What follows belongs to an exercise in optimizing a design on an open flow for small area; a production flow would make more cautious choices. Only simulation tests tie the RTL to the original design; equivalence was not proved. No driver is modelled on the clock port, so clocking that relies on it looks cheaper here than on a real chip. No activity file was given, so power comes from the tool's default toggle rates.

==> design.v <==
module baud_generate_tx(clock, reset, tx_sel, baud_tx_out, l260, l520);
input clock;
input reset;
input [1:0] tx_sel;
output baud_tx_out;
input l260, l520;
reg [5:0] a0;
wire a0_w = a0[5] & a0[2] & a0[1] & a0[0];
wire a0_f = ~(a0[4] ^ a0[5]) ^ a0_w;
reg b0;
reg [9:0] a3;
wire a3_w = ~a3[9] & a3[6] & a3[5] & ~a3[4] & a3[2] & a3[1] & ~a3[0];
wire a3_f = ~(a3[2] ^ a3[9]) ^ a3_w;
reg b3;
always @(posedge clock, negedge reset)
if (!reset) begin
    a0 <= 6'd23;
    b0 <= 1'b0;
    a3 <= 10'd750;
    b3 <= 1'b0;
end else begin
    a0 <= {a0[4:0], a0_f};
    b0 <= b0 ^ a0_w;
    a3 <= {a3[8:0], a3_f};
    b3 <= b3 ^ a3_w;
end
reg lv;
always @(*)
case (tx_sel)
2'b00: lv = ~b0;
2'b01: lv = l260;
2'b10: lv = l520;
default: lv = ~b3;
endcase
assign baud_tx_out = lv;
endmodule
module baud_generate_rx(clock, reset, rx_sel, baud_rx_out, l260, l520);
input clock;
input reset;
input [1:0] rx_sel;
output baud_rx_out;
output reg l260, l520;
reg [5:0] a0;
wire a0_w = a0[5] & a0[1] & a0[0];
wire a0_f = ~(a0[4] ^ a0[5]) ^ a0_w;
reg b0;
reg [4:0] s;
wire s_w = ~s[4] & s[3] & s[2] & s[0];
wire s_f = ~(s[1] ^ s[4]) ^ s_w;
reg [4:0] qb;
reg [2:0] q5;
always @(posedge clock, negedge reset)
if (!reset) begin
    a0 <= 6'd27;
    b0 <= 1'b0;
    s <= 5'd29;
    qb <= 5'd0;
    q5 <= 3'd0;
end else begin
    a0 <= {a0[4:0], a0_f};
    b0 <= b0 ^ a0_w;
    s <= {s[3:0], s_f};
    qb <= qb + {4'd0, s_w};
    if (s_w) q5 <= (q5 == 3'd4) ? 3'd0 : q5 + 3'd1;
end
always @(*)
case ({q5, qb[1:0]})
{3'd0, 2'd0}: {l520, l260} = 2'b11;    
{3'd1, 2'd1}: {l520, l260} = 2'b11;    
{3'd2, 2'd2}: {l520, l260} = 2'b11;    
{3'd3, 2'd3}: {l520, l260} = 2'b11;    
{3'd4, 2'd0}: {l520, l260} = 2'b11;    
{3'd0, 2'd1}: {l520, l260} = 2'b10;    
{3'd1, 2'd2}: {l520, l260} = 2'b10;    
{3'd2, 2'd3}: {l520, l260} = 2'b10;    
{3'd3, 2'd0}: {l520, l260} = 2'b10;    
{3'd4, 2'd1}: {l520, l260} = 2'b10;    
{3'd0, 2'd2}: {l520, l260} = 2'b01;    
{3'd1, 2'd3}: {l520, l260} = 2'b01;    
{3'd2, 2'd0}: {l520, l260} = 2'b01;    
{3'd3, 2'd1}: {l520, l260} = 2'b01;    
{3'd4, 2'd2}: {l520, l260} = 2'b01;    
default:      {l520, l260} = 2'b00;    
endcase
reg lv;
always @(*)
case (rx_sel)
2'b00: lv = b0;
2'b01: lv = qb[2];
2'b10: lv = qb[3];
default: lv = qb[4];
endcase
assign baud_rx_out = ~lv;
endmodule
module uart_transmitter(tx_start,clock_tx,reset_tx,tick_tx,data_out_tx,data_in_tx);
input [7:0] data_in_tx;
input clock_tx, reset_tx;
input tick_tx;
input tx_start;
output data_out_tx;
reg st;
reg [9:0] s;
wire empty = (s == 10'd0);
always @(posedge clock_tx, negedge reset_tx)
if (!reset_tx) begin
    st <= 1'b0;
    s <= 10'd0;
end else if (tick_tx) begin
    st <= ~st & empty & tx_start;
    s <= st ? {1'b1, ^data_in_tx, data_in_tx} : {1'b0, s[9:1]};
end
assign data_out_tx = ~st & (s[0] | empty);
endmodule
module uart_receiver(rx_in,rx_clock,rx_reset,rx_tick,rx_parity_bit_error,stop_bit_error,data_out_rx);
input rx_in, rx_clock, rx_reset, rx_tick;
output reg rx_parity_bit_error, stop_bit_error;
output [7:0] data_out_rx;
localparam IDLE = 2'd0, DATA = 2'd1, PARITY = 2'd2, STOP = 2'd3;
reg [1:0] state;
reg [7:0] x;
reg [7:0] w;
wire mismatch = rx_in ^ (^w);
always @(posedge rx_clock)
if (state == IDLE)
    x <= 8'h80;
else if (rx_tick)
    x <= {rx_in, x[7:1]};
always @(posedge rx_clock, negedge rx_reset)
if (!rx_reset) begin
    state <= IDLE;
    w <= 8'd0;
    rx_parity_bit_error <= 1'b0;
    stop_bit_error <= 1'b0;
end else if (rx_tick) begin
    case (state)
    IDLE: if (!rx_in) state <= DATA;
    DATA: if (x[0]) begin
        w <= {rx_in, x[7:1]};
        state <= PARITY;
    end
    PARITY: begin
        rx_parity_bit_error <= mismatch;
        state <= mismatch ? IDLE : STOP;
    end
    STOP: begin
        stop_bit_error <= ~rx_in;
        state <= IDLE;
    end
    endcase
end
assign data_out_rx = stop_bit_error ? 8'd0 : w;
endmodule
module uart_top(
    input        clk,
    input        rst_n,
    input  [1:0] tx_sel,
    input  [1:0] rx_sel,
    input        tx_start,
    input  [7:0] tx_data,
    output       tx_out,
    input        rx_in,
    output [7:0] rx_data,
    output       rx_parity_error,
    output       rx_stop_error
);
wire baud_tx, baud_rx;
wire l260, l520;
reg  baud_tx_q, baud_rx_q;
baud_generate_tx bg_tx(.clock(clk), .reset(rst_n), .tx_sel(tx_sel), .baud_tx_out(baud_tx),
    .l260(l260), .l520(l520));
baud_generate_rx bg_rx(.clock(clk), .reset(rst_n), .rx_sel(rx_sel), .baud_rx_out(baud_rx),
    .l260(l260), .l520(l520));
always @(posedge clk, negedge rst_n)
if (!rst_n) begin
    baud_tx_q <= 1'b1;
    baud_rx_q <= 1'b1;
end else begin
    baud_tx_q <= baud_tx;
    baud_rx_q <= baud_rx;
end
wire tick_tx = baud_tx & ~baud_tx_q;
wire tick_rx = baud_rx & ~baud_rx_q;
uart_transmitter tx(.tx_start(tx_start), .clock_tx(clk), .reset_tx(rst_n), .tick_tx(tick_tx),
    .data_out_tx(tx_out), .data_in_tx(tx_data));
uart_receiver rx(.rx_in(rx_in), .rx_clock(clk), .rx_reset(rst_n), .rx_tick(tick_rx),
    .rx_parity_bit_error(rx_parity_error), .stop_bit_error(rx_stop_error), .data_out_rx(rx_data));
endmodule
==> flow/run.sh <==
#!/bin/bash
# Standard ORFS layout (the standard.sh), with two knobs changed:
#  - the port buffers that buffer_ports inserts use the smallest buffer cell;
#  - clock tree synthesis uses one size of clock buffer and no dummy loads.
set -euo pipefail
CTS="-sink_clustering_enable -repair_clock_nets -dont_use_dummy_load -buf_list sky130_fd_sc_hd__clkbuf_8 -root_buf sky130_fd_sc_hd__clkbuf_8 -sink_clustering_size 50 -sink_clustering_max_diameter 200"
bash standard.sh synth > log_synth.txt 2>&1
bash standard.sh "BUFFER_PORTS_ARGS=-buffer_cell sky130_fd_sc_hd__buf_1" "CTS_ARGS=$CTS" finish > log_layout.txt 2>&1
==> standard.sh <==
#!/bin/bash
# synth_recipe.tcl (not shown) runs the flow's synth.tcl, then flattens the netlist and writes it again
# the make line also repeats each setting of config.mk as NAME=value (left out here)
make -C /OpenROAD-flow-scripts/flow DESIGN_CONFIG=/design/flow/config.mk WORK_HOME=/design/flow/orfs CLKGATE_MAP_FILE= SYNTH_SCRIPT=/design/flow/synth_recipe.tcl "${@:-finish}"
==> config.mk <==
export PLATFORM = sky130hd
export DESIGN_NAME = uart_top
export DESIGN_NICKNAME = uart_top
export VERILOG_FILES = /design/flow/design.v
export SDC_FILE = /design/flow/constraint.sdc
export NUM_CORES = 4
export LEC_CHECK = 0
export CAP_MARGIN = 20
export CORE_MARGIN = 2
export CORE_UTILIZATION = 40
export SLEW_MARGIN = 20
==> constraint.sdc <==
create_clock -name core_clock -period 10.0 [get_ports {clk}]
set_input_delay 2.0000 -clock core_clock [delete_from_list [all_inputs] [get_ports {clk}]]
set_output_delay 2.0000 -clock core_clock [all_outputs]
set_load 0.01 [all_outputs]
==> results of run 1 <==
[through the flow]
step	power [mW]	instances	util
after floorplan	0.4065	224	-
after global placement	0.4336	347	0.4424
after detailed placement	0.4346	347	0.4424
after CTS	0.6064	356	0.4596
after global routing	0.6349	356	0.4596
final	0.5953	356	0.4596
[logic make-up (layout without fill, tap and decap cells)]
| kind of cell | count (synthesis) | count (layout) | share of synthesized area |
|---|---|---|---|
| flip-flops | 71 | 71 | 0.5983 |
| adder cells (fa/ha/maj) | 5 | 5 | 0.02123 |
| multiplexers | 39 | 39 | 0.1495 |
| XOR/XNOR | 24 | 24 | 0.07601 |
| AO/OA/AOI/OAI | 18 | 18 | 0.03779 |
| buffers and inverters | 10 | 43 | 0.01359 |
| AND/OR/NAND/NOR | 57 | 57 | 0.1036 |
[final timing paths]
check	from	endpoint	depth (start not counted)
max	rx_sel[1]	rx.w[5]	6
min	bg_tx.a3[1]	bg_tx.a3[2]	0
max reg2reg	bg_rx.qb[2]	rx.w[5]	5
min reg2reg	bg_tx.a3[1]	bg_tx.a3[2]	0
max in group asynchronous	rst_n	bg_tx.a3[0]	2
min in group asynchronous	rst_n	bg_tx.a0[3]	2
[Yosys cell counts (all sizes together) (5+ instances only)]
cell type / number
dfxtp: 8
inv: 6
xnor2: 17
nor2: 15
nor4: 5
mux2i: 8
dfrtp: 42
nor2b: 9
dfstp: 21
nand3: 8
o21ai: 9
xor2: 6
ha: 5
nand2: 11
mux2: 30
[placed cells by master (no fill, tap or decap), types with 6 or more instances in the layout]
cell type / n
nor2_1: 14
o21ai_0: 9
clkbuf_8: 9
dfstp_2: 21
nand2_1: 11
mux2_2: 30
mux2i_1: 8
nor2b_1: 9
nand3_1: 8
buf_1: 25
xnor2_1: 17
dfxtp_1: 8
dfrtp_1: 42
xor2_1: 6
[critical path, delay by kind of cell]
kind / cells / cell delay (ns)
multiplexers: 2 / 0.93
AND/OR/NAND/NOR: 2 / 0.74
buffers and inverters: 2 / 0.19
[layout make-up]
type	instances	area (sq um)
Multi-Input combinational cell	143	1151
Sequential cell	71	1763
Inverter	6	22.52
Timing Repair Buffer	28	113.9
Tap cell	99	123.9
Clock buffer	9	123.9
Fill cell	666	3877
[report_power, final]
group / leakage [nW] / internal, mW / switching, mW
registers: 0.816 / 0.313 / 0.0269
clock network: 0.0647 / 0.0801 / 0.0865
logic: 0.510 / 0.0498 / 0.0391
[routing by layer]
| metal | wire length (microns) | vias to the layer above |
|---|---|---|
| met4 | 34 | 0 |
| met1 | 2100 | 834 |
| met3 | 188 | 4 |
| li1 | - | 846 |
| met5 | 0 | - |
| met2 | 2032 | 28 |
[registers in the layout, indices dropped and copies added, names as in the netlist, 2 cells and up]
signal	flops
bg_rx.a0	6
bg_rx.q5	3
bg_rx.qb	5
bg_rx.s	5
bg_tx.a0	6
bg_tx.a3	10
rx.state	2
rx.w	8
rx.x	8
tx.s	10
==> qor.yml, run 1 <==
synth-async-reset-ratio: 0.8873
dp_slack_ns: 6.004
port_buffers: 26
wire_per_inst_microns: 12.24
ys_ff_latch: 71
core_sq_um: 7176
outcome: "no timing/DRC/antenna violations"
synth.distinct_cells: 36
syn_inst: 224
htree_num_levels: 3
antenna_left: 0
grt_use_met3: 0.05113
place.gp.congestion: 0.7421
grt_pass1_vias: 1712
setup_tns_ns: 0
post_route_cells_drive_above_1_share: 0.2646
hpwl_microns: 2927
setup_violations: 0
syn_nets: 245
ys.warnings.count: 5
netlist_top_cells_area: "dfrtp_1 (36%), dfstp_2 (19%), mux2_2 (11%), dfxtp_1 (5.4%), xnor2_1 (5.1%)"
syn_area_per_cell_sq_um: 13.15
period_needed_ns: 3.654
grt_max_degree: 64
grt.met2_usage: 0.1913
drv_slew: 0
leakagePower_nw: 1.390
crit_path_start_kind: "primary input"
rows: 31
clock_sinks: 71
stdcell_area_sq_um: 3298
cp_cell_sequence: "buf_1 > mux4_2 > nor2_4 > inv_2 > nor3_4 > mux2_2"
overflow: 0
dieWidth_microns: 89.83
grt_use_met1: 0.1571
fin_crit_sh: 0.3654
dieHeight_microns: 89.83
wirelength_microns: 4356
end_kind: "register"
via_per_inst: 4.809
path_max_fanout: 13
synth_area_sq_um: 2947
worst_hold_slack_ns: 0.3528
relSlewSlack: 0.4911
post-synth-top-area-cell: "dfrtp_1"
place_area_sq_um: 3174
track_usage: 0.1218
fin_nets: 280
drt_iter0_markers: 48
ctsHoldBuffers: 0
clk_latency_ns: 0.34
cts_root_buf: "clkbuf_8"
antenna_found_initial: 0
dr.pass1.iters: 4
slowest_stage: "mux4_2"
ys_seq_area_frac: 0.5983
finalHoldViolations: 0
powerDensity_nw_per_um2: 180.5
busiest_layer: "met2"
drc_errors: 0
crit_path_max_incr_delay_ns: 0.55
grt_first_pass_wirelength_microns: 7872
n_antenna_cell: 0
cts_buffers: 9
start_util: 0.4106
worst_pin_slew_ns: 0.7634
post_cts_buffers: 0
tritoncts: "yes"
vdd_ir_drop_max_mv: 0.06675
timing_worst_setup_path_type: "in -> reg"
synth_edf_count: 0
ios: 27
vias: 1712
cp_data_required_time_ns: 10.21
synth.top_cell.area_share: 0.3567
post_cts_resized: 0
reg2reg_setup_slack_ns: 7.72
max_freq_mhz: 273.7
drv_cap: 0
setup_ws_ns: 6.346
synth_ff_type: "dfrtp_1"
syn2layout_area_growth_pct: 11.93
dieArea_sq_um: 8069
hold_class: "reg -> reg"
clk_pin_slew_ns: 0.08
rsz0062_at_grt: "no"
clock_path_buffers: 2
arrival_ns: 3.86
fin_skew_ns: 0.02890
==> run 2, diff against run 1 <==
--- a/flow/run.sh
+++ b/flow/run.sh
@@ -5,3 +5,3 @@
 set -euo pipefail
-CTS="-sink_clustering_enable -repair_clock_nets -dont_use_dummy_load -buf_list sky130_fd_sc_hd__clkbuf_8 -root_buf sky130_fd_sc_hd__clkbuf_8 -sink_clustering_size 50 -sink_clustering_max_diameter 200"
+CTS="-sink_clustering_enable -repair_clock_nets -dont_use_dummy_load -buf_list sky130_fd_sc_hd__clkbuf_16 -root_buf sky130_fd_sc_hd__clkbuf_16 -sink_clustering_size 100 -sink_clustering_max_diameter 500"
 bash standard.sh synth > log_synth.txt 2>&1
==> run 2 against run 1 <==
Compared with the run above:
- cell area is 3.1% higher
- global-route usage is 0.33 points higher
- fmax is 0.75% lower
- die area stayed put
- critical path depth stayed put
- largest power group unchanged
==> qor.yml, run 2 <==
syn_area_per_cell_sq_um: 13.15
fin_nets: 280
ios: 27
port_buffers: 26
rsz0062_at_grt: "no"
crit_path_start_kind: "primary input"
most-common-layout-cells: "dfrtp_1 (42), mux2_2 (30), buf_1 (25), dfstp_2 (21), xnor2_1 (17)"
ys.warnings.count: 5
synth.top_cell.area_share: 0.3567
synth.distinct_cells: 36
path_max_fanout: 13
arrival_ns: 3.88
htree_num_levels: 3
crit_path_max_incr_delay_ns: 0.55
cts_root_buf: "clkbuf_16"
post-synth-top-area-cell: "dfrtp_1"
wire_per_inst_microns: 12.36
seqCellArea_sq_um: 1763
power_frac_clock: 0.373
powerDensity_nw_per_um2: 201.3
post_route_cells_drive_above_1_share: 0.2646
via_per_inst: 4.787
post_cts_buffers: 0
synth-async-reset-ratio: 0.8873
dieArea_sq_um: 8069
ys_seq_area_frac: 0.5983
core_sq_um: 7176
synth_area_sq_um: 2947
hpwl_microns: 2927
clk_latency_ns: 0.32
whs_path_depth: 0
place.gp.congestion: 0.7421
sw_frac_of_total: 0.2397
start_util: 0.4106
reg2reg_setup_slack_ns: 7.71
hold_end: "bg_rx.a0[3]"
reg2reg_depth: 5
timing_worst_setup_path_type: "in -> reg"
setup_violations: 0
grt_pass1_vias: 1733
p_comb_frac: 0.130
grt_first_pass_wirelength_microns: 7962
end_kind: "register"
n_antenna_cell: 0
leakagePower_nw: 1.437
stdcell_area_sq_um: 3400
netlist_top_cells_area: "dfrtp_1 (36%), dfstp_2 (19%), mux2_2 (11%), dfxtp_1 (5.4%), xnor2_1 (5.1%)"
clock_sinks: 71
outcome: "no timing/DRC/antenna violations"
syn2layout_area_growth_pct: 15.37
syn_inst: 224
finalHoldViolations: 0
drv_cap: 0
final_common_cell: "dfrtp_1"
place_area_sq_um: 3174
slowest_stage: "mux4_2"
synth_edf_count: 0
worst_pin_slew_ns: 0.7703
cp_cell_sequence: "buf_1 > mux4_2 > nor2_4 > inv_2 > nor3_4 > mux2_2"
setup_tns_ns: 0
vias: 1704
synth_ff_type: "dfrtp_1"
clk_pin_slew_ns: 0.05
max_freq_mhz: 271.6
antenna_left: 0
drt_iter0_markers: 50
intPower_mw: 0.5202
drc_errors: 0
p_seq_frac: 0.498
cp_data_required_time_ns: 10.20
hold_class: "reg -> reg"
fin_skew_ns: 0.01862
r2r_start: "bg_rx.qb[2]"
dieHeight_microns: 89.83
dr.pass1.iters: 4
dp_slack_ns: 6.004
track_usage: 0.1250
largestRegisters: "bg_tx.a3 (10), tx.s (10)"
tritoncts: "yes"
multi_input_area_sq_um: 1151
grt_max_degree: 64
ys_ff_latch: 71
post_cts_resized: 0
syn_nets: 245
overflow: 0
dieWidth_microns: 89.83
wirelength_microns: 4401
n_fill_cell: 651
antenna_found_initial: 0
period_needed_ns: 3.682
synth_most_common_cell: "dfrtp_1"
rows: 31
clock_path_buffers: 2
r2r_end: "rx.w[0]"
synthTopCellsByCount: "dfrtp_1 (42), mux2_2 (30), dfstp_2 (21), xnor2_1 (17), nor2_1 (14)"
setup_ws_ns: 6.318
min-delay-start: "bg_rx.a0[2]"
relSlewSlack: 0.4864
drv_slew: 0
fin_crit_sh: 0.3682
vdd_ir_drop_max_mv: 0.08138
ctsHoldBuffers: 0
p_sw_mw: 0.1641
cts_buffers: 9
run 2: changes by cell type in the layout (fill, tap and decap cells not counted):
| cell | delta |
|---|---|
| clkbuf_16 | +9 |
| clkbuf_8 | -9 |
run 2: how the worst max path moves through the flow:
| stage | cells past startpoint | to | start |
|---|---|---|---|
| floorplan | 5 | rx.w[7] | rx_sel[1] |
| global placement | 6 | rx.w[7] | rx_sel[1] |
| detailed placement | 6 | rx.w[3] | rx_sel[1] |
| CTS | 6 | rx.w[0] | rx_sel[1] |
| global route | 6 | rx.w[0] | rx_sel[1] |
| finish | 6 | rx.w[0] | rx_sel[1] |
run 2: power by group through the flow:
stage,Sequential [mW],Clock (mW),Combinational [mW]
after global placement,0.344,0,0.0893
after detailed placement,0.345,0,0.0900
final,0.341,0.255,0.0887
after CTS,0.340,0.264,0.0903
after global routing,0.346,0.277,0.0999
after floorplan,0.336,0,0.0701
run 2: cells by family (layout without fill, tap and decap cells):
| group | Yosys count | in the layout | share of synthesized area |
|---|---|---|---|
| compound gates | 18 | 18 | 0.03779 |
| xor+xnor | 24 | 24 | 0.07601 |
| fa+ha+maj | 5 | 5 | 0.02123 |
| buf+inv | 10 | 43 | 0.01359 |
| flops | 71 | 71 | 0.5983 |
| mux | 39 | 39 | 0.1495 |
| simple gates | 57 | 57 | 0.1036 |
run 2: critical path: cells and delay by family:
kind	cells	cell delay, ns
AND/OR/NAND/NOR	2	0.74
multiplexers	2	0.94
buffers and inverters	2	0.19
run 2: area by class of cell:
cell class              count  share of cell area
inverters                   6            0.006625
repair buffers             28             0.03349
multi-input cells         143              0.3386
well taps                  99             0.03644
flip-flops and latches     71              0.5186
clock buffers               9             0.06625
run 2: layer usage:
metal,GRT usage,up-vias,part of all wire
li1,-,849,-
met1,0.1583,829,0.49
met2,0.1957,20,0.47
met3,0.05113,6,0.036
met4,0.04231,0,0.010
met5,0,-,0
run 2: per-stage QoR:
step	power, mW	hold slack, ns	cells	utilization
6_report	0.6843	0.3531	356	0.4738
5_1_grt	0.7233	0.3563	356	0.4738
4_1_cts	0.6950	0.3553	356	0.4738
3_5_place_dp	0.4346	0.3418	347	0.4424
3_3_place_gp	0.4336	0.3369	347	0.4424
2_1_floorplan	0.4065	0.3330	224	-
==> run 3, diff against run 2 <==
==> flow/run.sh (replaced) <==
#!/bin/bash
# The standard ORFS layout (standard.sh), with three changes:
#  - synthesis: the standard script (synth_recipe.tcl) with only the ABC script
#    replaced by an area-oriented one (flow/area.abc); registers are mapped
#    before ABC, so they are the standard synthesis's, by name and cell;
#  - the port buffers that buffer_ports inserts use the smallest buffer cell;
#  - before clock tree synthesis, flow/clock_buffers.tcl drives the registers'
#    clock pins through four clkbuf_8 buffers, one per quarter of the
#    registers by placement, all fed by the clock port; CTS then leaves it.
# Each make run's full output goes to a log_*.txt file here.
set -euo pipefail
W=$PWD
cat > $W/flow_synth.tcl <<EOT
proc abc {args} {
  set i [lsearch \$args -script]
  if {\$i >= 0} { lset args [expr {\$i + 1}] $W/flow/area.abc }
  yosys abc {*}\$args
}
source $W/synth_recipe.tcl
EOT
export NBUF=4 BUFCELL=sky130_fd_sc_hd__clkbuf_8
bash standard.sh SYNTH_SCRIPT=$W/flow_synth.tcl synth > log_synth.txt 2>&1
bash standard.sh SYNTH_SCRIPT=$W/flow_synth.tcl "BUFFER_PORTS_ARGS=-buffer_cell sky130_fd_sc_hd__buf_1" \
  "PRE_CTS_TCL=$W/flow/clock_buffers.tcl" finish > log_layout.txt 2>&1
==> flow/area.abc (new file) <==
strash
balance; rewrite; refactor; balance; rewrite; rewrite -z; balance; refactor -z; rewrite -z; balance
dch -f
map -a
mfs2
strash
dch -f
map -a
topo
==> flow/clock_buffers.tcl (new file) <==
# Drive the registers' clock pins through NBUF clock buffers of type BUFCELL,
# each serving the pins of one group of registers, grouped by placement.
set nbuf $::env(NBUF)
set cell $::env(BUFCELL)
set pins {}
foreach p [get_pins -of_objects [get_nets clk]] {
  set inst [$p instance]
  if {$inst eq ""} continue
  set db [sta::sta_to_db_inst $inst]
  set loc [$db getLocation]
  lappend pins [list [get_full_name $p] [lindex $loc 0] [lindex $loc 1]]
}
set n [llength $pins]
# split into columns by x, then each column by y
set ncol [expr {$nbuf >= 2 ? 2 : 1}]
if {$nbuf == 1} {set ncol 1}
set nrow [expr {$nbuf / $ncol}]
set byx [lsort -integer -index 1 $pins]
set per [expr {($n + $ncol - 1) / $ncol}]
set k 0
for {set c 0} {$c < $ncol} {incr c} {
  set col [lrange $byx [expr {$c*$per}] [expr {($c+1)*$per-1}]]
  set col [lsort -integer -index 2 $col]
  set m [llength $col]
  set per2 [expr {($m + $nrow - 1) / $nrow}]
  for {set r 0} {$r < $nrow} {incr r} {
    set g [lrange $col [expr {$r*$per2}] [expr {($r+1)*$per2-1}]]
    if {[llength $g] == 0} continue
    set sx 0; set sy 0; set names {}
    foreach e $g { lappend names [lindex $e 0]; incr sx [lindex $e 1]; incr sy [lindex $e 2] }
    set dbu [[ord::get_db_block] getDbUnitsPerMicron]
    set x [expr {double($sx) / [llength $g] / $dbu}]
    set y [expr {double($sy) / [llength $g] / $dbu}]
    insert_buffer -buffer_cell $cell -net clk -load_pins [get_pins $names] -location [list $x $y] -buffer_name clkbuf_g$k -net_name clknet_g$k
    incr k
  }
}
==> run 3 against run 2 <==
Compared with the run above:
- sequential share of layout area grew 4.8 points
- routed wire length grew 4.8%
- die area shrank 3.8%
==> qor.yml, run 3 <==
syn2layout_area_growth_pct: 10.13
largestRegisters: "bg_tx.a3 (10), tx.s (10)"
drv_slew: 0
post_cts_resized: 0
synthTopCellsByCount: "nor2_1 (43), dfrtp_1 (42), o21ai_0 (35), clkinv_1 (30), nand2_1 (27)"
track_usage: 0.1228
start_util: 0.4139
setup_tns_ns: 0
grt_pass1_vias: 1760
port_buffers: 26
relSlewSlack: 0.5026
grt_max_degree: 64
place.gp.congestion: 0.7954
hpwl_microns: 3261
dieArea_sq_um: 7758
arrival_ns: 3.96
dieHeight_microns: 88.08
post_cts_buffers: 0
setup_ws_ns: 6.066
hold_class: "reg -> reg"
cp_data_required_time_ns: 10.02
dieWidth_microns: 88.08
core_sq_um: 6832
max_freq_mhz: 254.2
worst_pin_slew_ns: 0.7461
antenna_left: 0
crit_path_start_kind: "primary input"
post-synth-top-area-cell: "dfrtp_1"
dr.pass1.iters: 4
setup_violations: 0
synth_ff_type: "dfrtp_1"
drv_cap: 0
clk_pin_slew_ns: 0.11
grt_first_pass_wirelength_microns: 7900
finalHoldViolations: 0
fin_nets: 329
drt_iter0_markers: 47
syn_nets: 296
path_max_fanout: 16
synth_most_common_cell: "nor2_1"
syn_inst: 275
rows: 30
syn_area_per_cell_sq_um: 10.28
vias: 1876
end_kind: "register"
fin_skew_ns: 0.005460
via_per_inst: 4.667
ctsHoldBuffers: 0
period_needed_ns: 3.934
fin_crit_sh: 0.3934
drc_errors: 0
wire_per_inst_microns: 11.47
synth.distinct_cells: 25
dp_slack_ns: 5.867
leakagePower_nw: 1.281
synth_edf_count: 0
clk_latency_ns: 0.16
final_common_cell: "nor2_1"
n_antenna_cell: 0
synth.top_cell.area_share: 0.3717
ys_ff_latch: 71
ys_seq_area_frac: 0.6235
ys.warnings.count: 5
wirelength_microns: 4611
most-common-layout-cells: "nor2_1 (43), dfrtp_1 (42), o21ai_0 (35), clkinv_1 (30), nand2_1 (27)"
ios: 27
post_route_cells_drive_above_1_share: 0.09804
overflow: 0
synth-async-reset-ratio: 0.8873
antenna_found_initial: 0
powerDensity_nw_per_um2: 217.0
outcome: "no timing/DRC/antenna violations"
rsz0062_at_grt: "no"
timing_worst_setup_path_type: "in -> reg"
netlist_top_cells_area: "dfrtp_1 (37%), dfstp_2 (20%), o21ai_0 (6.2%), nor2_1 (5.7%), dfxtp_1 (5.7%)"
vdd_ir_drop_max_mv: 0.1433
synth_area_sq_um: 2828
run 3: cell types whose count changed in the layout (fill, tap and decap cells not counted), sizes merged, moves of 7 or more:
cell,before,now
clkinv,0,30
nor2,15,43
xnor2,17,10
nor2b,9,0
mux2,30,0
xor2,6,15
mux2i,8,0
o21ai,9,35
nand2,11,27
run 3: logic make-up (layout without fill, tap and decap cells):
group | after synthesis | in the layout | share of synthesized area
compound gates | 55 | 55 | 0.1071
xor+xnor | 25 | 25 | 0.07743
fa+ha+maj | 5 | 5 | 0.02212
buf+inv | 30 | 61 | 0.03982
flops | 71 | 71 | 0.6235
simple gates | 89 | 89 | 0.1301
run 3: area by class of cell, clock buffers not listed:
cell class                      instances  area (sq um)
Fill cell                             656          3717
Sequential cell                        71          1763
Multi-Input combinational cell        174         957.2
Tap cell                               96         120.1
Inverter                               30         112.6
Timing Repair Buffer                   27         106.4
run 3: metrics by stage:
| step | cells | instance area, sq um | total power [mW] | hold WS [ns] | utilization |
|---|---|---|---|---|---|
| 2_1_floorplan | 275 | 2828 | 0.5161 | 0.3330 | - |
| 3_3_place_gp | 398 | 3054 | 0.5754 | 0.3389 | 0.4471 |
| 3_5_place_dp | 398 | 3059 | 0.5758 | 0.3399 | 0.4478 |
| 4_1_cts | 402 | 3114 | 0.6582 | 0.3382 | 0.4559 |
| 5_1_grt | 402 | 3114 | 0.7284 | 0.3712 | 0.4559 |
| 6_report | 402 | 3114 | 0.6758 | 0.3613 | 0.4559 |
run 3: where the power goes:
part	leakage, nW	switching, mW	internal [mW]
logic	0.456	0.110	0.0775
registers	0.795	0.0433	0.338
clock network	0.0288	0.0694	0.0373
run 3: worst paths after layout:
kind | end | start | depth (start not counted) | slack (ns)
max | rx.w[0] | rx_sel[1] | 9 | 6.07
min | bg_rx.a0[4] | bg_rx.a0[3] | 0 | 0.36
max reg2reg | tx.s[2] | bg_rx.q5[0] | 11 | 7.63
min reg2reg | bg_rx.a0[4] | bg_rx.a0[3] | 0 | 0.36
max in group asynchronous | bg_rx.s[1] | rst_n | 2 | 7.54
min in group asynchronous | bg_tx.a0[3] | rst_n | 2 | 1.98
run 3: worst max-delay path, stage by stage:
cell      delay [ns]
buf_1           0.12
clkinv_1        0.09
o21ai_0         0.16
o32a_2          0.17
nand2_1         0.15
clkinv_1        0.22
o311ai_0        0.26
nor3_2          0.60
o21ai_0         0.18
run 3: layer usage:
metal  up-vias  track usage  part of all wire  wire length, microns
met5         -            0                 0                     0
met3         6     0.009425             0.034                   155
met2        29       0.2045              0.43                  1973
li1        966            -                 -                     -
met1       875       0.1832              0.52                  2418
met4         0      0.01377             0.014                    63
==> run 4, diff against run 3 <==
--- a/design.v
+++ b/design.v
@@ -7,8 +7,8 @@
 reg [5:0] a0;
-wire a0_w = a0[5] & a0[2] & a0[1] & a0[0];
-wire a0_f = ~(a0[4] ^ a0[5]) ^ a0_w;
+wire a0_w = ~a0[5] & ~a0[2] & ~a0[1] & ~a0[0];
+wire a0_f = (a0[4] ^ a0[5]) ^ a0_w;
 reg b0;
 reg [9:0] a3;
-wire a3_w = ~a3[9] & a3[6] & a3[5] & ~a3[4] & a3[2] & a3[1] & ~a3[0];
-wire a3_f = ~(a3[2] ^ a3[9]) ^ a3_w;
+wire a3_w = a3[9] & ~a3[6] & ~a3[5] & a3[4] & ~a3[2] & ~a3[1] & a3[0];
+wire a3_f = (a3[2] ^ a3[9]) ^ a3_w;
 reg b3;
@@ -16,5 +16,5 @@
 if (!reset) begin
-    a0 <= 6'd23;
+    a0 <= 6'd40;
     b0 <= 1'b0;
-    a3 <= 10'd750;
+    a3 <= 10'd273;
     b3 <= 1'b0;
@@ -43,8 +43,8 @@
 reg [5:0] a0;
-wire a0_w = a0[5] & a0[1] & a0[0];
-wire a0_f = ~(a0[4] ^ a0[5]) ^ a0_w;
+wire a0_w = ~a0[5] & ~a0[1] & ~a0[0];
+wire a0_f = (a0[4] ^ a0[5]) ^ a0_w;
 reg b0;
 reg [4:0] s;
-wire s_w = ~s[4] & s[3] & s[2] & s[0];
-wire s_f = ~(s[1] ^ s[4]) ^ s_w;
+wire s_w = s[4] & ~s[3] & ~s[2] & ~s[0];
+wire s_f = (s[1] ^ s[4]) ^ s_w;
 reg [4:0] qb;
@@ -53,5 +53,5 @@
 if (!reset) begin
-    a0 <= 6'd27;
+    a0 <= 6'd36;
     b0 <= 1'b0;
-    s <= 5'd29;
+    s <= 5'd2;
     qb <= 5'd0;
@@ -100,14 +100,17 @@
 output data_out_tx;
-reg st;
+reg f;
 reg [9:0] s;
-wire empty = (s == 10'd0);
+wire top0 = (s[9:2] == 8'd0);
+wire empty = top0 & ~s[1] & ~s[0];
+wire stop = top0 & ~s[1] & s[0];
+wire st = f & empty;
 always @(posedge clock_tx, negedge reset_tx)
 if (!reset_tx) begin
-    st <= 1'b0;
+    f <= 1'b0;
     s <= 10'd0;
 end else if (tick_tx) begin
-    st <= ~st & empty & tx_start;
-    s <= st ? {1'b1, ^data_in_tx, data_in_tx} : {1'b0, s[9:1]};
+    f <= empty ? (~f & tx_start) : (~stop & (f ^ s[0]));
+    s <= {st, s[9:1]} | ({10{st}} & {2'b0, data_in_tx});   
 end
-assign data_out_tx = ~st & (s[0] | empty);
+assign data_out_tx = ~st & (s[0] | (top0 & (~s[1] | f)));
 endmodule
@@ -121,3 +124,4 @@
 reg [7:0] w;
-wire mismatch = rx_in ^ (^w);
+reg p;    
+wire mismatch = rx_in ^ p;
 always @(posedge rx_clock)
@@ -127,2 +131,5 @@
     x <= {rx_in, x[7:1]};
+always @(posedge rx_clock)
+if (rx_tick)
+    p <= (state != IDLE) & (p ^ rx_in);
 always @(posedge rx_clock, negedge rx_reset)
@@ -167,3 +174,3 @@
 wire l260, l520;
-reg  baud_tx_q, baud_rx_q;
+reg  baud_tx_n, baud_rx_n;
 baud_generate_tx bg_tx(.clock(clk), .reset(rst_n), .tx_sel(tx_sel), .baud_tx_out(baud_tx),
@@ -174,10 +181,10 @@
 if (!rst_n) begin
-    baud_tx_q <= 1'b1;
-    baud_rx_q <= 1'b1;
+    baud_tx_n <= 1'b0;
+    baud_rx_n <= 1'b0;
 end else begin
-    baud_tx_q <= baud_tx;
-    baud_rx_q <= baud_rx;
+    baud_tx_n <= ~baud_tx;
+    baud_rx_n <= ~baud_rx;
 end
-wire tick_tx = baud_tx & ~baud_tx_q;
-wire tick_rx = baud_rx & ~baud_rx_q;
+wire tick_tx = baud_tx & baud_tx_n;
+wire tick_rx = baud_rx & baud_rx_n;
 uart_transmitter tx(.tx_start(tx_start), .clock_tx(clk), .reset_tx(rst_n), .tick_tx(tick_tx),
==> flow/area.abc (replaced) <==
strash
balance; rewrite; refactor; balance; rewrite; rewrite -z; balance; refactor -z; rewrite -z; balance
balance; rewrite; refactor; balance; rewrite; rewrite -z; balance; refactor -z; rewrite -z; balance
dch -f
map -a
mfs2
strash
dch -f
map -a
topo
==> run 4 against run 3 <==
Compared with the run above:
- fmax down 5.7%
- critical path depth down 2
- register-to-register slack worse by 0.10 ns
- cell area down 4.3%
- critical endpoint is now tx_out
- still clean
- routed wire length down 4.5%
==> qor.yml, run 4 <==
outcome: "no timing/DRC/antenna violations"
dieArea_sq_um: 7476
syn_area_per_cell_sq_um: 10.50
ys_ff_latch: 72
synth_edf_count: 1
post_cts_buffers: 0
max_freq_mhz: 239.8
rsz0062_at_grt: "no"
dieHeight_microns: 86.47
hold_class: "reg -> reg"
place.gp.congestion: 0.7967
synth_ff_type: "dfrtp_1"
final_common_cell: "dfrtp_1"
grt_max_degree: 64
dr.pass1.iters: 4
drt_iter0_markers: 101
synth_most_common_cell: "dfrtp_1"
vias: 1777
hpwl_microns: 3019
finalPower_mw: 0.5865
relSlewSlack: 0.3477
cp_data_required_time_ns: 8.00
worst_pin_slew_ns: 0.9709
end_kind: "output pin"
antenna_left: 0
drv_cap: 0
finalHoldViolations: 0
ys.warnings.count: 5
timing_worst_setup_path_type: "reg -> out"
port_buffers: 26
fin_crit_sh: 0.4170
rows: 30
drc_errors: 0
core_sq_um: 6681
grt_first_pass_wirelength_microns: 7921
most-common-layout-cells: "dfrtp_1 (55), nand2_1 (36), a21oi_1 (32), nor2_1 (29), clkinv_1 (27)"
ios: 27
period_needed_ns: 4.170
clk_pin_slew_ns: 0.10
drv_slew: 0
syn2layout_area_growth_pct: 9.614
largestRegisters: "bg_tx.a3 (10), tx.s (10)"
synth-async-reset-ratio: 0.8750
overflow: 0
vdd_ir_drop_max_mv: 0.09445
post_route_cells_drive_above_1_share: 0.06207
ctsHoldBuffers: 0
setup_violations: 0
syn_nets: 280
antenna_found_initial: 0
start_util: 0.4071
synth_area_sq_um: 2720
synth.top_cell.area_share: 0.5060
grt_pass1_vias: 1824
wire_per_inst_microns: 11.90
post-synth-top-area-cell: "dfrtp_1"
n_fill_cell: 655
track_usage: 0.1250
leakagePower_nw: 1.264
synthTopCellsByCount: "dfrtp_1 (55), nand2_1 (36), a21oi_1 (32), nor2_1 (29), clkinv_1 (27)"
arrival_ns: 2.17
synth.distinct_cells: 24
netlist_top_cells_area: "dfrtp_1 (51%), dfstp_2 (7.7%), a21oi_1 (5.9%), dfxtp_1 (5.9%), nand2_1 (5.0%)"
clk_latency_ns: 0.16
fin_nets: 313
via_per_inst: 4.803
post_cts_resized: 0
fin_skew_ns: 0.004741
path_max_fanout: 10
wirelength_microns: 4402
setup_tns_ns: 0
syn_inst: 259
dieWidth_microns: 86.47
ys_seq_area_frac: 0.6532
n_antenna_cell: 0
powerDensity_nw_per_um2: 196.7
crit_path_start_kind: "register"
[run 4: cell count changes in the layout (fill, tap and decap cells not counted), moves of 5 or more]
cell,change
nor3_1,+5
o21ai_0,-19
xor2_1,-11
a21oi_1,+24
dfstp_2,-13
dfrtp_1,+13
nor2_1,-14
nand2_1,+9
[run 4: power by group]
| group | internal, mW | total [mW] | switching (mW) |
|---|---|---|---|
| registers | 0.328 | 0.358 | 0.0300 |
| logic | 0.0439 | 0.122 | 0.0779 |
| clock network | 0.0373 | 0.106 | 0.0690 |
| total | 0.410 | 0.587 | 0.177 |
[run 4: logic make-up (layout without fill, tap and decap cells)]
family	Yosys count	after routing	share of synthesized area
mux	1	1	0.004140
xor+xnor	12	12	0.03864
flops	72	72	0.6532
compound gates	58	58	0.1150
fa+ha+maj	5	5	0.02300
simple gates	84	84	0.1288
buf+inv	27	58	0.03726
[run 4: final timing paths]
path                                   from     endpoint  slack (ns)  cells after the start
worst max-delay path                tx.s[3]       tx_out        5.83                      7
worst min-delay path            bg_tx.a3[7]  bg_tx.a3[8]        0.36                      0
worst max register to register  bg_rx.q5[0]      tx.s[9]        7.53                      9
worst min register to register  bg_tx.a3[7]  bg_tx.a3[8]        0.36                      0
max in group asynchronous             rst_n  bg_rx.qb[1]        7.51                      2
min in group asynchronous             rst_n      rx.w[5]        1.97                      2
[run 4: critical path, cell delays in order, from the launching register on]
cell and delay [ns]:
dfrtp_1 0.41, nor3_1 0.20, nand4_1 0.14, nor2_1 0.16
clkinv_1 0.10, nor3_1 0.75, nor2_1 0.08, buf_1 0.16
[run 4: per-stage QoR]
stage / hold slack [ns] / util / setup WS [ns] / std cells / area, sq um
floorplan: 0.3312 / - / 6.415 / 259 / 2720
global placement: 0.3353 / 0.4380 / 5.970 / 366 / 2927
detailed placement: 0.3390 / 0.4380 / 5.948 / 366 / 2927
CTS: 0.3390 / 0.4463 / 5.973 / 370 / 2982
global route: 0.3849 / 0.4463 / 5.499 / 370 / 2982
finish: 0.3633 / 0.4463 / 5.830 / 370 / 2982
[run 4: layout make-up, clock buffers not listed]
cell class / count / area [sq um] / share of cell area
repair buffers: 27 / 106.4 / 0.03567
multi-input cells: 160 / 842.1 / 0.2824
inverters: 27 / 101.3 / 0.03399
well taps: 80 / 100.1 / 0.03357
flip-flops and latches: 72 / 1777 / 0.5959
[run 4: routing by layer]
metal / global-route usage / share of wire
met1: 0.1799 / 0.50
met2: 0.2140 / 0.46
met3: 0.01333 / 0.028
met4: 0.01136 / 0.011
met5: 0 / 0
==> run 5, diff against run 4 <==
--- a/design.v
+++ b/design.v
@@ -122,5 +122,5 @@
 reg [1:0] state;
-reg [7:0] x;
-reg [7:0] w;
-reg p;    
+reg [7:0] xn;
+reg [7:0] wn;
+reg p;
 wire mismatch = rx_in ^ p;
@@ -128,5 +128,5 @@
 if (state == IDLE)
-    x <= 8'h80;
+    xn <= 8'h7f;
 else if (rx_tick)
-    x <= {rx_in, x[7:1]};
+    xn <= {~rx_in, xn[7:1]};
 always @(posedge rx_clock)
@@ -137,3 +137,3 @@
     state <= IDLE;
-    w <= 8'd0;
+    wn <= 8'hff;
     rx_parity_bit_error <= 1'b0;
@@ -143,4 +143,4 @@
     IDLE: if (!rx_in) state <= DATA;
-    DATA: if (x[0]) begin
-        w <= {rx_in, x[7:1]};
+    DATA: if (!xn[0]) begin
+        wn <= {~rx_in, xn[7:1]};
         state <= PARITY;
@@ -157,3 +157,3 @@
 end
-assign data_out_rx = stop_bit_error ? 8'd0 : w;
+assign data_out_rx = ~(wn | {8{stop_bit_error}});
 endmodule
==> flow/area.abc (replaced) <==
strash
balance; rewrite; refactor; balance; rewrite; rewrite -z; balance; refactor -z; rewrite -z; balance
dch -f
map -a
mfs2 -W 20 -M 5000
strash
dch -f
map -a
mfs2 -W 20 -M 5000
strash
dch -f
map -a
topo
==> run 5 against run 4 <==
Compared with the run above:
- clock skew is 0.0022 ns higher
- critical endpoint is now rx.wn[6]
- fmax down 2.8%
- area after synthesis shrank 0.64%
- flip-flop and latch count is the same
- power is 6.5% higher
- critical path type is now in -> reg
- core utilization grew 1.5 points
- highest routed layer unchanged
- setup slack lost 0.12 ns
- routed wire length fell by 1.3%
- sequential power rose by 8.4%
- first-iteration DRC count shrank 5.9%
- clock power about the same
==> qor.yml, run 5 <==
synth_edf_count: 1
cp_top_family: "simple AND/OR/NAND/NOR gates"
hpwl_microns: 3048
outcome: "no timing/DRC/antenna violations"
synth_most_common_cell: "dfrtp_1"
slowest_stage: "nor2_1"
rsz0062_at_grt: "no"
wirelength_microns: 4344
drv_cap: 0
setup_tns_ns: 0
dieHeight_microns: 86.20
min-delay-start: "bg_tx.a3[3]"
cp_cell_sequence: "buf_1 > clkinv_1 > nor2_1 > o32ai_1 > nor2_2 > o21ai_0 > nor2_1 > mux2_2"
start_util: 0.4184
rows: 29
path_depth: 8
synthTopCellsByCount: "dfrtp_1 (47), nor2_1 (34), a21oi_1 (33), clkinv_1 (27), o21ai_0 (23)"
hold_end: "bg_tx.a3[4]"
antenna_found_initial: 0
drc_errors: 0
grt_first_pass_wirelength_microns: 7748
syn_inst: 250
dp_slack_ns: 5.145
ctsHoldBuffers: 0
place.gp.congestion: 0.7888
synth_ff_type: "dfrtp_1"
critical_path_buf_inv_count: 2
post_cts_buffers: 0
via_per_inst: 4.850
post_cts_resized: 0
syn_nets: 271
core_sq_um: 6459
largestRegisters: "bg_tx.a3 (10), tx.s (10)"
reg2reg_setup_slack_ns: 7.25
met2WireLength_microns: 1933
synth_area_sq_um: 2703
cp_data_required_time_ns: 10.10
drv_slew: 0
post-synth-top-area-cell: "dfrtp_1"
wl_met3_microns: 132
ios: 27
final_core_util: 0.4611
antenna_left: 0
grt_max_degree: 64
syn_area_per_cell_sq_um: 10.81
dieArea_sq_um: 7430
dieWidth_microns: 86.20
grt_pass1_vias: 1681
timing_worst_setup_path_type: "in -> reg"
fin_skew_ns: 0.006935
wire_per_inst_microns: 12.07
fin_nets: 306
leakagePower_nw: 1.276
whs_path_depth: 0
dr.pass1.iters: 4
end_kind: "register"
ys_seq_area_frac: 0.6611
crit_path_start_kind: "primary input"
period_needed_ns: 4.292
vdd_ir_drop_max_mv: 0.07587
most-common-layout-cells: "dfrtp_1 (47), nor2_1 (33), a21oi_1 (33), clkinv_1 (27), buf_1 (25)"
n_fill_cell: 629
ys.warnings.count: 5
powerDensity_nw_per_um2: 209.8
met1_length_microns: 2219
finalHoldViolations: 0
final_common_cell: "dfrtp_1"
cpMostUsedCell: "nor2_1"
relSlewSlack: 0.4378
r2r_start: "bg_rx.qb[3]"
finalPower_mw: 0.6247
hold_class: "reg -> reg"
fin_crit_sh: 0.4292
crit_path_max_incr_delay_ns: 0.71
vias: 1746
clk_latency_ns: 0.16
path_max_fanout: 21
arrival_ns: 4.40
ys_ff_latch: 72
worst_pin_slew_ns: 0.8402
r2r_end: "rx.wn[6]"
synth.top_cell.area_share: 0.4352
clk_pin_slew_ns: 0.11
top_layer_used: "met4"
setup_violations: 0
synth-async-reset-ratio: 0.8750
syn2layout_area_growth_pct: 10.19
overflow: 0
track_usage: 0.1240
reg2reg_depth: 6
port_buffers: 26
n_antenna_cell: 0
synth.distinct_cells: 28
setup_ws_ns: 5.708
seqCellArea_sq_um: 1787
netlist_top_cells_area: "dfrtp_1 (44%), dfstp_2 (16%), a21oi_1 (6.1%), dfxtp_1 (5.9%), nor2_1 (4.7%)"
worst_hold_slack_ns: 0.3620
multi_input_area_sq_um: 817.0
post_route_cells_drive_above_1_share: 0.09894
drt_iter0_markers: 95
max_freq_mhz: 233.0
-- run 5: changes by cell type after synthesis, moves of 2 or more --
| cell | change |
|---|---|
| o211ai_1 | -2 |
| a211oi_1 | -2 |
| nand2_1 | -21 |
| dfstp_2 | +8 |
| o21ai_0 | +7 |
| nor2_1 | +5 |
| dfrtp_1 | -8 |
| xnor2_1 | -2 |
-- run 5: cell type report, clock buffers not listed --
| class | count | share of cell area |
|---|---|---|
| Timing Repair Buffer | 29 | 0.04076 |
| Sequential cell | 72 | 0.6000 |
| Multi-Input combinational cell | 151 | 0.2744 |
| Inverter | 27 | 0.03403 |
| Tap cell | 77 | 0.03235 |
-- run 5: where the power goes --
group          switching, mW  internal, mW  total [mW]
Clock                 0.0685        0.0372       0.106
Combinational         0.0819        0.0493       0.131
Sequential            0.0362         0.352       0.388
Total                  0.187         0.438       0.625
-- run 5: how the worst max path moves through the flow --
stage / start / slack [ns] / end
final: rx_sel[0] / 5.71 / rx.wn[6]
after detailed placement: rx_sel[0] / 5.15 / rx.wn[6]
after global routing: rx_sel[0] / 5.40 / rx.wn[6]
after CTS: rx_sel[0] / 5.14 / rx.wn[6]
after global placement: rx_sel[0] / 5.22 / rx.wn[6]
after floorplan: rx_sel[0] / 5.78 / rx.wn[6]
-- run 5: kinds of logic (layout without fill, tap and decap cells) --
| logic type | after synthesis | count (layout) | synth area share |
|---|---|---|---|
| DFF | 72 | 72 | 0.6611 |
| and+or+nand+nor | 68 | 68 | 0.1069 |
| AOI/OAI and AO/OA | 66 | 66 | 0.1315 |
| buffers and inverters | 27 | 60 | 0.03750 |
| xor gates and xnor gates | 11 | 11 | 0.03565 |
| adders and majority gates | 5 | 5 | 0.02315 |
| muxes | 1 | 1 | 0.004166 |
-- run 5: through the flow --
| step | instances | instance area, sq um |
|---|---|---|
| after floorplan | 250 | 2703 |
| after global placement | 356 | 2920 |
| after detailed placement | 356 | 2920 |
| after CTS | 360 | 2975 |
| after global routing | 360 | 2978 |
| final | 360 | 2978 |
-- run 5: layer usage --
layer / up-vias / GRT usage
met5: - / 0
met1: 814 / 0.1913
met3: 5 / 0.01238
li1: 909 / -
met2: 18 / 0.1980
met4: 0 / 0.01420
==> run 6, diff against run 5 <==
--- a/flow/area.abc
+++ b/flow/area.abc
@@ -1,2 +1,3 @@
 strash
+balance; rewrite; refactor; balance; rewrite; rewrite -z; balance; refactor -z; rewrite -z; balance
 balance; rewrite; refactor; balance; rewrite; rewrite -z; balance; refactor -z; rewrite -z; balance
==> run 6 against run 5 <==
Compared with the run above:
- highest routed layer unchanged
- fmax increased by 5.6%
- critical path type is now reg -> out
- clock skew is 0.0015 ns higher
- combinational power up 27%
- critical endpoint is now tx_out
- sequential power rose by 2%
- largest cell class unchanged
==> qor.yml, run 6 <==
outcome: "no timing/DRC/antenna violations"
rsz0062_at_grt: "no"
netlist_top_cells_area: "dfrtp_1 (44%), dfstp_2 (16%), dfxtp_1 (5.9%), o21ai_0 (5.9%), a21oi_1 (4.6%)"
overflow: 0
syn_area_per_cell_sq_um: 10.74
most-common-layout-cells: "dfrtp_1 (47), o21ai_0 (32), nand2_1 (30), nor2_1 (26)"
drv_cap: 0
relSlewSlack: 0.4959
dr.pass1.iters: 4
drt_iter0_markers: 99
place.gp.congestion: 0.7587
hold_class: "reg -> reg"
antenna_left: 0
post_cts_buffers: 0
p_comb_frac: 0.249
max_freq_mhz: 246.1
ios: 27
wirelength_microns: 4383
vdd_ir_drop_max_mv: 0.08872
dieArea_sq_um: 7411
period_needed_ns: 4.063
r2r_start: "bg_rx.q5[0]"
port_buffers: 26
synth_ff_type: "dfrtp_1"
timing_worst_setup_path_type: "reg -> out"
worst_hold_slack_ns: 0.3631
synth_most_common_cell: "dfrtp_1"
drc_errors: 0
dp_slack_ns: 5.843
sw_frac_of_total: 0.3194
post_route_cells_drive_above_1_share: 0.09187
end_kind: "output pin"
intPower_mw: 0.4544
track_usage: 0.1221
syn2layout_area_growth_pct: 9.749
fin_nets: 306
grt_max_degree: 64
synth-async-reset-ratio: 0.8750
post-synth-top-area-cell: "dfrtp_1"
reg2reg_depth: 7
clk_pin_slew_ns: 0.11
synthTopCellsByCount: "dfrtp_1 (47), o21ai_0 (32), nand2_1 (30), nor2_1 (26), a21oi_1 (25)"
via_per_inst: 4.886
setup_violations: 0
syn_inst: 251
ys_ff_latch: 72
final_core_util: 0.4605
syn_nets: 272
post_cts_resized: 0
synth_area_sq_um: 2695
dieWidth_microns: 86.09
synth.top_cell.area_share: 0.4364
hpwl_microns: 2981
drv_slew: 0
ys_seq_area_frac: 0.6630
n_fill_cell: 604
setup_ws_ns: 5.937
final_common_cell: "dfrtp_1"
dieHeight_microns: 86.09
hold_end: "bg_tx.a3[8]"
n_antenna_cell: 0
p_sw_mw: 0.2133
grt_first_pass_wirelength_microns: 7603
ys.warnings.count: 5
largestRegisters: "bg_tx.a3 (10), tx.s (10)"
whs_path_depth: 0
antenna_found_initial: 0
start_util: 0.4196
powerDensity_nw_per_um2: 225.7
rows: 29
synth.distinct_cells: 25
r2r_end: "tx.s[9]"
fin_skew_ns: 0.008463
path_max_fanout: 8
arrival_ns: 2.06
grt_pass1_vias: 1672
cp_data_required_time_ns: 8.00
synth_edf_count: 1
crit_path_start_kind: "register"
min-delay-start: "bg_tx.a3[7]"
fin_crit_sh: 0.4063
reg2reg_setup_slack_ns: 7.68
p_seq_frac: 0.592
power_frac_clock: 0.159
ctsHoldBuffers: 0
finalHoldViolations: 0
worst_pin_slew_ns: 0.7562
setup_tns_ns: 0
wire_per_inst_microns: 12.18
finalPower_mw: 0.6676
vias: 1759
leakagePower_nw: 1.270
core_sq_um: 6422
clk_latency_ns: 0.16
[run 6: area by class of cell, clock buffers not listed]
type | instances | area (sq um) | area share
Tap cell | 77 | 96.34 | 0.03257
Sequential cell | 72 | 1787 | 0.6041
Inverter | 24 | 90.09 | 0.03046
Timing Repair Buffer | 28 | 111.4 | 0.03765
Multi-Input combinational cell | 155 | 818.3 | 0.2766
[run 6: per-stage QoR]
| step | cells | instance area, sq um |
|---|---|---|
| 2_1_floorplan | 251 | 2695 |
| 3_3_place_gp | 355 | 2898 |
| 3_5_place_dp | 355 | 2898 |
| 4_1_cts | 359 | 2953 |
| 5_1_grt | 360 | 2958 |
| 6_report | 360 | 2958 |
[run 6: worst max-delay path by stage]
stage | from | end | slack (ns) | cells after the start
CTS | tx.s[3] | tx_out | 5.83 | 7
finish | tx.s[7] | tx_out | 5.94 | 8
floorplan | tx.s[7] | tx_out | 6.24 | 6
detailed placement | tx.s[3] | tx_out | 5.84 | 7
global placement | tx.s[7] | tx_out | 5.92 | 7
global route | tx.s[7] | tx_out | 5.73 | 8
[run 6: kinds of logic after synthesis]
group | Yosys count | share of synthesized area
and+or+nand+nor | 75 | 0.1170
xor gates and xnor gates | 11 | 0.03575
muxes | 1 | 0.004178
adders and majority gates | 5 | 0.02321
buffers and inverters | 24 | 0.03343
DFF | 72 | 0.6630
AOI/OAI and AO/OA | 63 | 0.1235
[run 6: per-layer routing]
layer | routed length (microns) | share of wire | vias up | global-route usage
met3 | 144 | 0.033 | 2 | 0.01155
met1 | 2254 | 0.51 | 829 | 0.1850
met2 | 1965 | 0.45 | 20 | 0.1987
li1 | - | - | 908 | -
met5 | 0 | 0 | - | 0
met4 | 19 | 0.0043 | 0 | 0.01154
[run 6: worst max-delay path: stages, from the launching register on]
cell	delay [ns]
dfrtp_1	0.40
nor4_1	0.39
nand2_1	0.10
nor2_1	0.22
clkinv_1	0.09
nor3_1	0.25
buf_2	0.25
a21oi_1	0.06
buf_1	0.12
[run 6: power by group through the flow]
stage | logic [mW] | clock network [mW] | registers [mW]
global route | 0.195 | 0.121 | 0.403
floorplan | 0.116 | 0 | 0.393
finish | 0.166 | 0.106 | 0.395
CTS | 0.167 | 0.0802 | 0.401
detailed placement | 0.167 | 0 | 0.400
global placement | 0.164 | 0 | 0.399
==> run 7, diff against run 6 <==
--- a/flow/run.sh
+++ b/flow/run.sh
@@ -9,2 +9,5 @@
 #    registers by placement, all fed by the clock port; CTS then leaves it.
+#    At the end of the CTS step, flow/clock_inverters.tcl turns this into a
+#    two-level inverter tree: the clock port drives one inv_4, which drives
+#    four inv_6, one per quarter (each in place of its clkbuf_8).
 # Each make run's full output goes to a log_*.txt file here.
@@ -20,5 +23,5 @@
 EOT
-export NBUF=4 BUFCELL=sky130_fd_sc_hd__clkbuf_8
+export NBUF=4 BUFCELL=sky130_fd_sc_hd__clkbuf_8 LEAFINV=sky130_fd_sc_hd__inv_6 ROOTINV=sky130_fd_sc_hd__inv_4
 bash standard.sh SYNTH_SCRIPT=$W/flow_synth.tcl synth > log_synth.txt 2>&1
 bash standard.sh SYNTH_SCRIPT=$W/flow_synth.tcl "BUFFER_PORTS_ARGS=-buffer_cell sky130_fd_sc_hd__buf_1" \
-  "PRE_CTS_TCL=$W/flow/clock_buffers.tcl" finish > log_layout.txt 2>&1
+  "PRE_CTS_TCL=$W/flow/clock_buffers.tcl" "POST_CTS_TCL=$W/flow/clock_inverters.tcl" finish > log_layout.txt 2>&1
==> flow/clock_inverters.tcl (new file) <==
# Turn the clock buffers clkbuf_g* into inverters of type LEAFINV, fed by one
# root inverter of type ROOTINV that the clock port drives.
set block [ord::get_db_block]
set db [ord::get_db]
set leafM [$db findMaster $::env(LEAFINV)]
set rootM [$db findMaster $::env(ROOTINV)]
set clkNet [$block findNet clk]
set rootNet [odb::dbNet_create $block clknet_root]
$rootNet setSigType CLOCK
set sx 0; set sy 0; set k 0
foreach inst [$block getInsts] {
  set name [$inst getName]
  if {![string match clkbuf_g* $name]} continue
  set loc [$inst getLocation]
  set out [[$inst findITerm X] getNet]
  $out setSigType CLOCK
  odb::dbInst_destroy $inst
  set inv [odb::dbInst_create $block $leafM clkinv_g$k]
  $inv setLocation [lindex $loc 0] [lindex $loc 1]
  $inv setPlacementStatus PLACED
  [$inv findITerm A] connect $rootNet
  [$inv findITerm Y] connect $out
  incr sx [lindex $loc 0]; incr sy [lindex $loc 1]; incr k
}
set root [odb::dbInst_create $block $rootM clkinv_root]
$root setLocation [expr {$sx / $k}] [expr {$sy / $k}]
$root setPlacementStatus PLACED
[$root findITerm A] connect $clkNet
[$root findITerm Y] connect $rootNet
detailed_placement
check_placement -verbose
puts "post_inv: $k leaf inverters and a root inverter"
==> run 7 against run 6 <==
Compared with the run above:
- largest power group unchanged
- clock skew barely moved
- flip-flop and latch count is the same
- global-route usage increased by 0.061 points
==> qor.yml, run 7 <==
outcome: "no timing/DRC/antenna violations"
dr.pass1.iters: 4
end_kind: "output pin"
drv_slew: 0
syn_area_per_cell_sq_um: 10.74
overflow: 0
syn2layout_area_growth_pct: 9.238
syn_inst: 251
grt_first_pass_wirelength_microns: 7672
synth_ff_type: "dfrtp_1"
drv_cap: 0
rows: 29
wirelength_microns: 4407
cp_data_required_time_ns: 8.00
synth-async-reset-ratio: 0.8750
track_usage: 0.1227
hpwl_microns: 2981
synth_area_sq_um: 2695
leakagePower_nw: 1.264
setup_violations: 0
hold_class: "reg -> reg"
fin_skew_ns: 0.008197
antenna_left: 0
drc_errors: 0
synth_most_common_cell: "dfrtp_1"
start_util: 0.4196
clk_pin_slew_ns: 0.11
wire_per_inst_microns: 12.21
cp_cell_sequence: "nor4_1 > nand2_1 > nor2_1 > clkinv_1 > nor3_1 > buf_2 > a21oi_1 > buf_1"
timing_worst_setup_path_type: "reg -> out"
crit_path_max_incr_delay_ns: 0.41
most-common-layout-cells: "dfrtp_1 (47), o21ai_0 (32), nand2_1 (30), nor2_1 (26)"
core_sq_um: 6422
ios: 27
path_max_fanout: 8
synth_edf_count: 1
n_fill_cell: 605
ys.warnings.count: 5
critical_path_buf_inv_count: 3
fin_nets: 307
worst_pin_slew_ns: 0.7535
synth.top_cell.area_share: 0.4364
grt_pass1_vias: 1672
r2r_start: "bg_rx.q5[0]"
post_route_cells_drive_above_1_share: 0.09507
largestRegisters: "bg_tx.a3 (10), tx.s (10)"
ys_ff_latch: 72
fin_cells: 361
place.gp.congestion: 0.7587
crit_path_start_kind: "register"
dieArea_sq_um: 7411
grt_max_degree: 64
reg2reg_depth: 7
drt_iter0_markers: 93
reg2reg_setup_slack_ns: 7.68
startpoint: "tx.s[7]"
dieWidth_microns: 86.09
vias: 1756
setup_tns_ns: 0
vdd_ir_drop_max_mv: 0.07921
arrival_ns: 2.10
r2r_end: "tx.s[9]"
powerDensity_nw_per_um2: 226.1
relSlewSlack: 0.4977
antenna_found_initial: 0
netlist_top_cells_area: "dfrtp_1 (44%), dfstp_2 (16%), dfxtp_1 (5.9%), o21ai_0 (5.9%), a21oi_1 (4.6%)"
final_core_util: 0.4584
port_buffers: 26
finalHoldViolations: 0
synth.distinct_cells: 25
path_depth: 8
dp.cells: 355
fin_crit_sh: 0.4096
ys_seq_area_frac: 0.6630
post-synth-top-area-cell: "dfrtp_1"
endpoint: "tx_out"
slowest_stage: "dfrtp_1"
period_needed_ns: 4.096
max_freq_mhz: 244.2
clk_latency_ns: 0.19
syn_nets: 272
via_per_inst: 4.864
final_common_cell: "dfrtp_1"
n_antenna_cell: 0
rsz0062_at_grt: "no"
cp_top_family: "simple AND/OR/NAND/NOR gates"
dieHeight_microns: 86.09
synthTopCellsByCount: "dfrtp_1 (47), o21ai_0 (32), nand2_1 (30), nor2_1 (26), a21oi_1 (25)"
[run 7: worst reg2reg max path, cell delays in order (launching register included)]
cell      delay, ns
dfrtp_1        0.39
clkinv_1       0.15
ha_1           0.31
nor2_1         0.04
o31ai_1        0.21
o311ai_0       0.21
nand3_1        0.53
mux2_2         0.40
[run 7: how the worst min path moves through the flow]
stage / startpoint / endpoint / slack, ns / cells after the start
finish: bg_tx.a3[7] / bg_tx.a3[8] / 0.36 / 0
global placement: bg_tx.a3[7] / bg_tx.a3[8] / 0.34 / 0
floorplan: bg_rx.a0[3] / bg_rx.a0[4] / 0.33 / 0
detailed placement: bg_tx.a3[7] / bg_tx.a3[8] / 0.34 / 0
global route: bg_tx.a3[7] / bg_tx.a3[8] / 0.37 / 0
[run 7: per-stage QoR]
step	cell area, sq um	hold slack (ns)	worst slack (ns)	total power, mW
after global routing	2944	0.3749	5.680	0.7187
after global placement	2898	0.3364	5.922	0.5631
after floorplan	2695	0.3312	6.245	0.5091
final	2944	0.3648	5.904	0.6657
after detailed placement	2898	0.3418	5.843	0.5669
[run 7: kinds of logic after synthesis]
family                   Yosys count  synth area share
adder cells (fa/ha/maj)            5           0.02321
AO/OA/AOI/OAI                     63            0.1235
AND/OR/NAND/NOR                   75            0.1170
buffers and inverters             24           0.03343
multiplexers                       1          0.004178
flip-flops                        72            0.6630
XOR/XNOR                          11           0.03575
[run 7: final cells by class]
cell class	instances	area (sq um)	area share
Inverter	29	131.4	0.04462
Tap cell	77	96.34	0.03272
Timing Repair Buffer	28	111.4	0.03782
Sequential cell	72	1787	0.6069
Multi-Input combinational cell	155	818.3	0.2779
[run 7: metal layers]
metal  track usage  vias to the layer above  routed length (microns)  part of all wire
li1              -                      913                        -                 -
met1        0.1863                      816                     2271              0.52
met2        0.1966                       22                     1918              0.44
met3       0.01347                        5                      159             0.036
met4       0.01443                        0                       59             0.013
met5             0                        -                        0                 0
[run 7: power breakdown]
part	internal [mW]	leakage (nW)	switching [mW]
combinational	0.0621	0.388	0.104
sequential	0.355	0.854	0.0398
clock	0.0126	0.0226	0.0924

## re-timing with driven ports
Ports are ideal in the flow. The routed layouts listed here were re-timed in OpenROAD. Step 1 sets driving cells, clkbuf_16 on the clock port and buf_2 on the other inputs (assumed; they add their load-dependent delay and slew). Step 2 adds t to the input delays and takes it off the output delays; t is the mean of the earliest and latest rising clock arrival at the registers after step 1. Input paths then give back, and output paths get back, about the clock's delay inside the block. Slacks: no drivers / after step 1 / after step 2; pairs: no drivers / after step 1.
run	shift t [ns]	setup slack, ns	worst slew at a driven data input, ns
run 1	0.348	6.346 / 6.346 / 5.999	0.03
run 2	0.346	6.318 / 6.324 / 5.978	0.03
run 3	0.215	6.066 / 6.100 / 5.885	0.03
run 4	0.213	5.830 / 5.775 / 5.989	0.03
run 5	0.215	5.708 / 5.741 / 5.526	0.04
run 6	0.213	5.937 / 5.883 / 6.041	0.04
run 7	0.223	5.904 / 5.871 / 6.029	0.04
After both steps every run listed still meets setup and hold. For run 1, which loses most, drivers alone change the setup slack by 0.000 ns; drivers and shift together by -0.347 ns.
